Context: an optimization exercise on an open-source flow, tuned for small area and a short achievable clock period. The choices shown serve that exercise and are no tape-out recipe. RTL that was checked went through simulation tests only; none was proved equivalent to the original. Power is estimated from default activity; no workload was simulated.

build 17:
## alu_stage
module alu_stage (
    input   logic           clk,
    input   logic [4:0]     op,
    input   logic [31:0]    a,
    input   logic [31:0]    b,
    output  logic [31:0]    y
);
==> module ALU_carry, before the edit <==
module ALU_carry (
    input   logic [31:0]    p_i,
    input   logic [31:0]    g_i,
    output  logic [31:0]    c_o
);
    logic [31:0] gl [0:9];
    logic [31:0] pl [0:9];
    always_comb begin
        gl[0] = g_i;
        pl[0] = {p_i[31:1], 1'b0};
        for (int l = 0; l < 5; l++) begin
            for (int i = 0; i < 32; i++) begin
                if ((i % (2 << l)) == (2 << l) - 1) begin
                    gl[l+1][i] = gl[l][i] | (pl[l][i] & gl[l][i - (1 << l)]);
                    pl[l+1][i] = pl[l][i] & pl[l][i - (1 << l)];
                end else begin
                    gl[l+1][i] = gl[l][i];
                    pl[l+1][i] = pl[l][i];
                end
            end
        end
        for (int l = 3; l >= 0; l--) begin
            for (int i = 0; i < 32; i++) begin
                if ((i % (2 << l)) == (1 << l) - 1 && i >= (2 << l)) begin
                    gl[9-l][i] = gl[8-l][i] | (pl[8-l][i] & gl[8-l][i - (1 << l)]);
                    pl[9-l][i] = pl[8-l][i] & pl[8-l][i - (1 << l)];
                end else begin
                    gl[9-l][i] = gl[8-l][i];
                    pl[9-l][i] = pl[8-l][i];
                end
            end
        end
        c_o = {gl[9][30:0], gl[9][31]};
    end
endmodule
export LEC_CHECK = 0
export ABC_AREA = 1
export CAP_MARGIN = 20
export CORE_MARGIN = 2
export CORE_UTILIZATION = 40
export SETUP_SLACK_MARGIN = 3.0
export SLEW_MARGIN = 20
export TNS_END_PERCENT = 100
create_clock -name core_clock -period 5.0 [get_ports {clk}]
standard.sh (not shown) runs the stock make flow with config.mk's settings and CLKGATE_MAP_FILE= SYNTH_SCRIPT=/design/flow/synth_recipe.tcl, a recipe that flattens the netlist after the stock synthesis.
==> flow/flow/run.sh <==
#!/bin/bash
# Standard layout, with plain buffers (instead of the delay cells that
# buffer_ports picks by default) on the input and output ports.
set -euo pipefail
bash standard.sh BUFFER_PORTS_ARGS="-buffer_cell sky130_fd_sc_hd__buf_2" finish > standard_make.log 2>&1
Build 17 went all the way through the flow, and no timing, DRC or antenna check failed.
[inputs] build 52 vs build 17
--- a/flow/design.v
+++ b/flow/design.v
@@ -380,12 +380,21 @@
     output  logic [31:0]    c_o
 );
-    logic [31:0] gl [0:9];
-    logic [31:0] pl [0:9];
+    logic [31:0] gl [0:6];
+    logic [31:0] pl [0:6];
     always_comb begin
         gl[0] = g_i;
         pl[0] = {p_i[31:1], 1'b0};
-        for (int l = 0; l < 5; l++) begin
+        for (int i = 0; i < 32; i++) begin
+            if (i & 1) begin
+                gl[1][i] = gl[0][i] | (pl[0][i] & gl[0][i-1]);
+                pl[1][i] = pl[0][i] & pl[0][i-1];
+            end else begin
+                gl[1][i] = gl[0][i];
+                pl[1][i] = pl[0][i];
+            end
+        end
+        for (int l = 1; l < 5; l++) begin
             for (int i = 0; i < 32; i++) begin
-                if ((i % (2 << l)) == (2 << l) - 1) begin
+                if ((i & 1) && i >= (1 << l) + 1) begin
                     gl[l+1][i] = gl[l][i] | (pl[l][i] & gl[l][i - (1 << l)]);
                     pl[l+1][i] = pl[l][i] & pl[l][i - (1 << l)];
@@ -396,16 +405,14 @@
             end
         end
-        for (int l = 3; l >= 0; l--) begin
-            for (int i = 0; i < 32; i++) begin
-                if ((i % (2 << l)) == (1 << l) - 1 && i >= (2 << l)) begin
-                    gl[9-l][i] = gl[8-l][i] | (pl[8-l][i] & gl[8-l][i - (1 << l)]);
-                    pl[9-l][i] = pl[8-l][i] & pl[8-l][i - (1 << l)];
-                end else begin
-                    gl[9-l][i] = gl[8-l][i];
-                    pl[9-l][i] = pl[8-l][i];
-                end
+        for (int i = 0; i < 32; i++) begin
+            if (!(i & 1) && i > 0) begin
+                gl[6][i] = gl[5][i] | (pl[5][i] & gl[5][i-1]);
+                pl[6][i] = pl[5][i] & pl[5][i-1];
+            end else begin
+                gl[6][i] = gl[5][i];
+                pl[6][i] = pl[5][i];
             end
         end
-        c_o = {gl[9][30:0], gl[9][31]};
+        c_o = {gl[6][30:0], gl[6][31]};
     end
 endmodule
Notes after the runs:
Of build 52 and build 17, the run reporting the lower final clock period utilization by the worst path was build 52.
Build 52 vs. build 17: relative contribution of the clock network to total power went up by 0.6 points; power per standard cell area increased about 0.4%; clock power shows a reduction of about 3.8%; internal power consumption lower; final instance area dropped about 6%.
Build 17 -> build 52: post-synthesis register bit count delta 0, exact match
Between build 17 and build 52, critical path depth decreased.
registers as the dominant power group was reported by build 52, and combinational cells by build 17.
Min combinational cell fraction of total power across build 52 and build 17: build 52
Est. power | build 52 vs build 17 | build 52 lower
Iteration-0 DRC count of the detailed router ended up 98 higher on build 52 than on build 17.
When build 52 is measured against build 17, its worst hold slack turns out 21 ps lower.
Build 52 gives more area after synthesis than build 17 did.
No functional check of the RTL was part of build 17.

---

red:
alu_stage, a different RTL version from the one above (not shown whole).
Size: about 1500 cells after synthesis, roughly 100 flip-flops, roughly 100 I/O pins.
==> module ALU_pre, before the edit <==
module ALU_pre (
    input   logic [4:0]     op_i,
    input   logic [31:0]    a_i,
    input   logic [31:0]    b_i,
    output  logic [31:0]    p_o,
    output  logic [31:0]    g_o,
    output  logic [3:0]     sel_o
);
    logic is_add, is_sub, is_xor, is_or, is_and, is_sll, is_sra, is_srl;
    logic is_jalr, is_eq, is_ne, is_cmp, is_scmp, is_lt, is_shr, is_sh;
    logic neg, arith, kx, kn;
    always_comb begin
        is_add  = op_i == 5'd0;
        is_sub  = op_i == 5'd1;
        is_xor  = op_i == 5'd2;
        is_or   = op_i == 5'd3;
        is_and  = op_i == 5'd4;
        is_sll  = op_i == 5'd5;
        is_sra  = op_i == 5'd8;
        is_srl  = op_i == 5'd9;
        is_jalr = op_i == 5'd10;
        is_eq   = op_i == 5'd11;
        is_ne   = op_i == 5'd12;
        is_cmp  = (op_i == 5'd6) | (op_i == 5'd7) | (op_i == 5'd13) |
                  (op_i == 5'd14) | (op_i == 5'd15) | (op_i == 5'd16);
        is_scmp = (op_i == 5'd6) | (op_i == 5'd13) | (op_i == 5'd15);
        is_lt   = (op_i == 5'd6) | (op_i == 5'd7) | (op_i == 5'd13) | (op_i == 5'd14);
        is_shr  = is_sra | is_srl;
        is_sh   = is_shr | is_sll;
        neg     = is_sub | is_cmp | is_eq | is_ne;
        arith   = is_add | is_jalr | is_sub | is_cmp;
        kx      = arith | is_xor | is_or;
        kn      = is_or | is_and;
    end
    logic [31:0] bb, x, n, a_rev;
    assign bb = b_i ^ {32{neg}};
    assign x  = a_i ^ bb;
    assign n  = a_i & bb;
    always_comb for (int i = 0; i < 32; i++) a_rev[i] = a_i[31-i];
    logic big, eq;
    assign big = |b_i[31:5];
    assign eq  = &x;            
    always_comb begin
        p_o = ({32{kx}}     & x) |
              ({32{kn}}     & n) |
              ({32{is_shr}} & a_i) |
              ({32{is_sll}} & a_rev);
        g_o = {32{arith}} & n;
        if (is_scmp) g_o[31] = ~(a_i[31] | bb[31]);
        if (is_jalr) p_o[0] = 1'b0;
        if (is_sub)  p_o[0] = ~x[0];
        if (is_cmp)  p_o[0] = is_lt;
        if (is_eq)   p_o[0] = eq;
        if (is_ne)   p_o[0] = ~eq;
        if (is_sub | is_cmp) g_o[0] = n[0] | x[0];
        if (is_sh)   g_o = {26'b0, is_sra, b_i[4:0] | {5{big}}};
        sel_o = {is_sll & ~big, is_sra | (is_srl & ~big), is_cmp,
                 ~(is_sh | is_cmp)};
    end
endmodule
==> module ALU_carry, before the edit <==
module ALU_carry (
    input   logic [31:0]    p_i,
    input   logic [31:0]    g_i,
    output  logic [31:0]    c_o
);
    logic [31:0] gl [0:5];
    logic [31:0] pl [0:5];
    always_comb begin
        gl[0] = g_i;
        pl[0] = {p_i[31:1], 1'b0};
        for (int l = 0; l < 5; l++) begin
            for (int i = 0; i < 32; i++) begin
                if (i >= (1 << l)) begin
                    gl[l+1][i] = gl[l][i] | (pl[l][i] & gl[l][i - (1 << l)]);
                    pl[l+1][i] = pl[l][i] & pl[l][i - (1 << l)];
                end else begin
                    gl[l+1][i] = gl[l][i];
                    pl[l+1][i] = pl[l][i];
                end
            end
        end
        c_o = {gl[5][30:0], gl[5][31]};
    end
endmodule
clock: 5.0 ns
lec_check: 0
abc_area: 1
cap_margin: 20
core_margin: 2
core_utilization: 40
setup_slack_margin: 3.0
slew_margin: 20
synth_hierarchical: 1
tns_end_percent: 100
Scripts as last shown in full above: flow/flow/run.sh
Looking at the reports, red completed the entire flow and the layout it produced met the timing, DRC and antenna checks.
#### Input delta (blue over red)
--- a/flow/design.v
+++ b/flow/design.v
@@ -298,31 +298,32 @@
         neg     = is_sub | is_cmp | is_eq | is_ne;
         arith   = is_add | is_jalr | is_sub | is_cmp;
-        kx      = arith | is_xor | is_or;
+        kx      = arith | is_xor | is_or | is_eq | is_ne;
         kn      = is_or | is_and;
     end
-    logic [31:0] bb, x, n, a_rev;
-    assign bb = b_i ^ {32{neg}};
-    assign x  = a_i ^ bb;
-    assign n  = a_i & bb;
+    logic [31:0] x, n, m, a_rev;
+    assign x = a_i ^ b_i;
+    assign n = a_i & b_i;
+    assign m = a_i & ~b_i;
     always_comb for (int i = 0; i < 32; i++) a_rev[i] = a_i[31-i];
-    logic big, eq;
+    logic big;
     assign big = |b_i[31:5];
-    assign eq  = &x;            
     always_comb begin
-        p_o = ({32{kx}}     & x) |
+        p_o = ({32{kx}}     & (x ^ {32{neg}})) |
               ({32{kn}}     & n) |
               ({32{is_shr}} & a_i) |
               ({32{is_sll}} & a_rev);
-        g_o = {32{arith}} & n;
-        if (is_scmp) g_o[31] = ~(a_i[31] | bb[31]);
+        for (int i = 0; i < 32; i++)
+            g_o[i] = a_i[i] & (b_i[i] ? (is_add | is_jalr) : (is_sub | is_cmp));
+        if (is_scmp) g_o[31] = ~a_i[31] & b_i[31];
         if (is_jalr) p_o[0] = 1'b0;
-        if (is_sub)  p_o[0] = ~x[0];
+        if (is_sub)  p_o[0] = x[0];
         if (is_cmp)  p_o[0] = is_lt;
-        if (is_eq)   p_o[0] = eq;
-        if (is_ne)   p_o[0] = ~eq;
-        if (is_sub | is_cmp) g_o[0] = n[0] | x[0];
-        if (is_sh)   g_o = {26'b0, is_sra, b_i[4:0] | {5{big}}};
-        sel_o = {is_sll & ~big, is_sra | (is_srl & ~big), is_cmp,
-                 ~(is_sh | is_cmp)};
+        if (is_eq)   p_o[0] = 1'b0;
+        if (is_ne)   p_o[0] = 1'b1;
+        if (is_sub | is_cmp) g_o[0] = a_i[0] | ~b_i[0];
+        if (is_eq | is_ne)   g_o[0] = ~x[0];
+        if (is_sh)   g_o[5:0] = {is_sra, b_i[4:0] | {5{big}}};   
+        sel_o = {is_sll & ~big, is_sra | (is_srl & ~big), is_cmp | is_eq | is_ne,
+                 ~(is_sh | is_cmp | is_eq | is_ne)};
     end
 endmodule
@@ -386,7 +387,7 @@
         for (int l = 0; l < 5; l++) begin
             for (int i = 0; i < 32; i++) begin
-                if (i >= (1 << l)) begin
-                    gl[l+1][i] = gl[l][i] | (pl[l][i] & gl[l][i - (1 << l)]);
-                    pl[l+1][i] = pl[l][i] & pl[l][i - (1 << l)];
+                if ((i >> l) & 1) begin
+                    gl[l+1][i] = gl[l][i] | (pl[l][i] & gl[l][((i >> l) << l) - 1]);
+                    pl[l+1][i] = pl[l][i] & pl[l][((i >> l) << l) - 1];
                 end else begin
                     gl[l+1][i] = gl[l][i];
From red to blue the numbers moved as follows: wire length on met3 now smaller; filler cell count in the final layout now larger; die footprint now sits lower.
Final estimated routing congestion in global placement (blue vs. red) decreases by a few percent
As of blue, cell area had fallen by more than 10% compared to red.
Relative to red, internal power of the cells decreased by about 12% in blue.
Insertion delay to the later sink of the worst-skew pair essentially unchanged between red and blue.
blue — final-layout non-clock buffer area share 3.3 points lower, red as reference
Cmp blue vs red: total wirelength of the detailed-routed design lower in blue
red → blue: maximum clock frequency shows an increase of 190 MHz, core box area shows a reduction of 3.7%, total power shows a reduction of 12%, adder and majority cell fraction of the synthesized area shows an increase of 0.16 points.
No functional check of the RTL was part of red.

-- separate check: timing with driven ports --
In the flow no input, the clock included, has a driving cell. The finished layouts below were timed again as built, in two steps.
Step 1, drivers: a clkbuf_16 drives clk and a buf_2 each remaining input, both assumed.
Step 2 also shifts input and output timing later by t, the mid clock arrival at the registers, as if the neighbouring blocks saw the same clock.
Three values: ideal, step 1, step 2; two values: the first two.
run	t, ns	setup slack, ns	slew at the worst register clock pin (ns)
build 17	0.398	2.884 / 2.860 / 2.462	0.08 / 0.08
build 52	0.411	2.999 / 3.031 / 2.619	0.08 / 0.08
red	0.400	1.682 / 1.662 / 1.262	0.08 / 0.08
blue	0.408	2.967 / 2.993 / 2.584	0.08 / 0.08
After both steps setup and hold are still met in every run listed. The setup slack of build 17, which loses most, moves by -0.024 ns with the drivers and by -0.422 ns with both steps.
